Background: an optimization exercise with open tools, aiming at small area. Do not read the settings as production practice.
In this exercise RTL edits were held to simulation tests only and were not proved equivalent to the original.
Power is estimated from default activity; no workload was simulated.

== exp/raven ==
==> flow/design.v (excerpt) <==
module ALU_TOP #(parameter width = 16)(
    input [width - 1:0] A,
    input [width - 1:0] B,
    input [3:0] ALU_FUN,
    input clk,rst,
    output  [width - 1:0] Arith_OUT,
    output  Carry_OUT,
    output  Arith_Flag,
    output  [width - 1:0] Logic_OUT,
    output  Logic_Flag,
    output  [width - 1:0] CMP_OUT,
    output  CMP_Flag,
    output  [width - 1:0] Shift_OUT,
    output  Shift_Flag
    );
wire [3:0] enables;
wire A_eq_B, cmp0_d, cmp1_d, cm0_d0, cm0_d1, cm1_d0, cm1_d1;
decoder d0 (ALU_FUN[3:2],enables);
ARITHMATIC_UNIT #(width) d1 (A,B,ALU_FUN,clk,rst,enables[3],Arith_OUT,Carry_OUT,Arith_Flag,
                             cm0_d0,cm0_d1,cm1_d0,cm1_d1,cmp0_d,cmp1_d,A_eq_B);
Logic_Unit #(width) d2 (A,B,ALU_FUN[1:0],clk,rst,enables[2],Logic_OUT,Logic_Flag);
CMP_Unit #(width) d3 (ALU_FUN[1:0],A_eq_B,cmp0_d,cmp1_d,clk,rst,enables[1],CMP_OUT,CMP_Flag,
                      cm0_d0,cm0_d1,cm1_d0,cm1_d1);
Shift_Unit #(width) d4 (A,B,ALU_FUN[1:0],clk,rst,enables[0],Shift_OUT,Shift_Flag);
endmodule
export LEC_CHECK = 0
export CAP_MARGIN = 20
export CORE_MARGIN = 2
export CORE_UTILIZATION = 40
export CTS_BUF_LIST = sky130_fd_sc_hd__clkbuf_4 sky130_fd_sc_hd__clkbuf_8
export PLACE_DENSITY = 0.85
export SETUP_SLACK_MARGIN = -0.5
export SLEW_MARGIN = 20
create_clock -name core_clock -period 33.0 [get_ports {clk}]
standard.sh (not shown) runs the stock make flow with config.mk's settings and CLKGATE_MAP_FILE= SYNTH_SCRIPT=/design/flow/synth_recipe.tcl, a recipe that flattens the netlist after the stock synthesis.
==> flow/flow/run.sh <==
#!/bin/bash
# Own layout flow: the standard flow (standard.sh) with two changes:
#  - synthesis uses flow/my_synth.tcl, which is synth_recipe.tcl plus one step that
#    maps the hm_* gate modules of ARITH_ARRAY onto the matching sky130 cells
#    (flow/hm_map.v) before Yosys's synth, so ABC keeps the array's carry chains;
#  - BUFFER_PORTS_ARGS (if set below) picks the port buffer cell.
# Each tool's full output goes to the ORFS logs under orfs/logs/, and the make
# output to flow_make.log in this folder.
set -euo pipefail
HERE=$(pwd)
export HM_MAP=$HERE/flow/hm_map.v
sed "s#SYNTH_SCRIPT=[^ ]*#SYNTH_SCRIPT=$HERE/flow/my_synth.tcl#" standard.sh > my_standard.sh
grep -q "SYNTH_SCRIPT=$HERE/flow/my_synth.tcl" my_standard.sh
ARGS=()
if [ -f flow/buffer_ports_args ]; then ARGS+=("BUFFER_PORTS_ARGS=$(cat flow/buffer_ports_args)"); fi
bash my_standard.sh "${ARGS[@]}" finish > flow_make.log 2>&1
Other scripts of this flow, unchanged in this note and not shown: flow/flow/buffer_ports_args, flow/flow/hm_map.v, flow/flow/my_synth.tcl
diff inputs: exp/raven => exp/indigo
- SLEW_MARGIN changed from 20 to 10
- CAP_MARGIN changed from 20 to 10
- SETUP_SLACK_MARGIN changed from -0.5 to -1.3
- ~same clock network power share in exp/raven and exp/indigo
- On fmax, exp/raven beats exp/indigo.
- exp/indigo — leakage power 0.027 nW lower, exp/raven as reference
- Cmp exp/raven and exp/indigo / first-iteration DRC count / higher: exp/raven
- Compared with exp/raven, exp/indigo is more frugal on power.
- Routed wire length (exp/indigo over exp/raven): decrease, 230 um
- In exp/indigo, the via count came out about 0.6% below the value in exp/raven.
Relative to exp/indigo, the following input files were edited for exp/nickel:
- CAP_MARGIN now 20, was 10
- SLEW_MARGIN now 20, was 10
- SETUP_SLACK_MARGIN now -1.6, was -1.3
## What came out
exp/nickel vs. exp/indigo: overall power consumption closely matched the old numbers; sequential share of layout area essentially unchanged; reported clock group power flat. The final standard cell area without fillers of exp/indigo and that of exp/nickel are within noise of each other. Compare exp/indigo and exp/nickel | post-detailed-routing wire length lower: exp/nickel. Going from exp/indigo to exp/nickel, maximum frequency now sits lower; largest driver fanout on the critical path now sits at about the same level.

static timing again, ports no longer ideal:
The flow's constraints put no driver on any port. The routed layouts listed below were extracted and timed again, unchanged, in two steps. Step 1, drivers: a clkbuf_16 drives clk and a buf_2 each remaining input, both assumed. Step 2 also shifts input and output timing later by t, the mid clock arrival at the registers, as if the neighbouring blocks saw the same clock. Slacks: ideal ports / drivers / drivers and shift; pairs: ideal ports / drivers.
| run | t, ns | setup WS [ns] | worst setup path after step 2 | worst register clock-pin slew, ns | cell pins on the clock port's net |
|---|---|---|---|---|---|
| exp/raven | 0.367 | 1.935 / 1.955 / 1.588 | input to register | 0.12 / 0.12 | 1 |
| exp/indigo | 0.368 | 1.327 / 1.348 / 0.980 | input to register | 0.12 / 0.12 | 1 |
| exp/nickel | 0.369 | 0.995 / 1.016 / 0.647 | input to register | 0.12 / 0.12 | 1 |
After both steps setup and hold are still met in every run listed. The setup slack of exp/nickel, which loses most, moves by +0.021 ns with the drivers and by -0.348 ns with both steps.
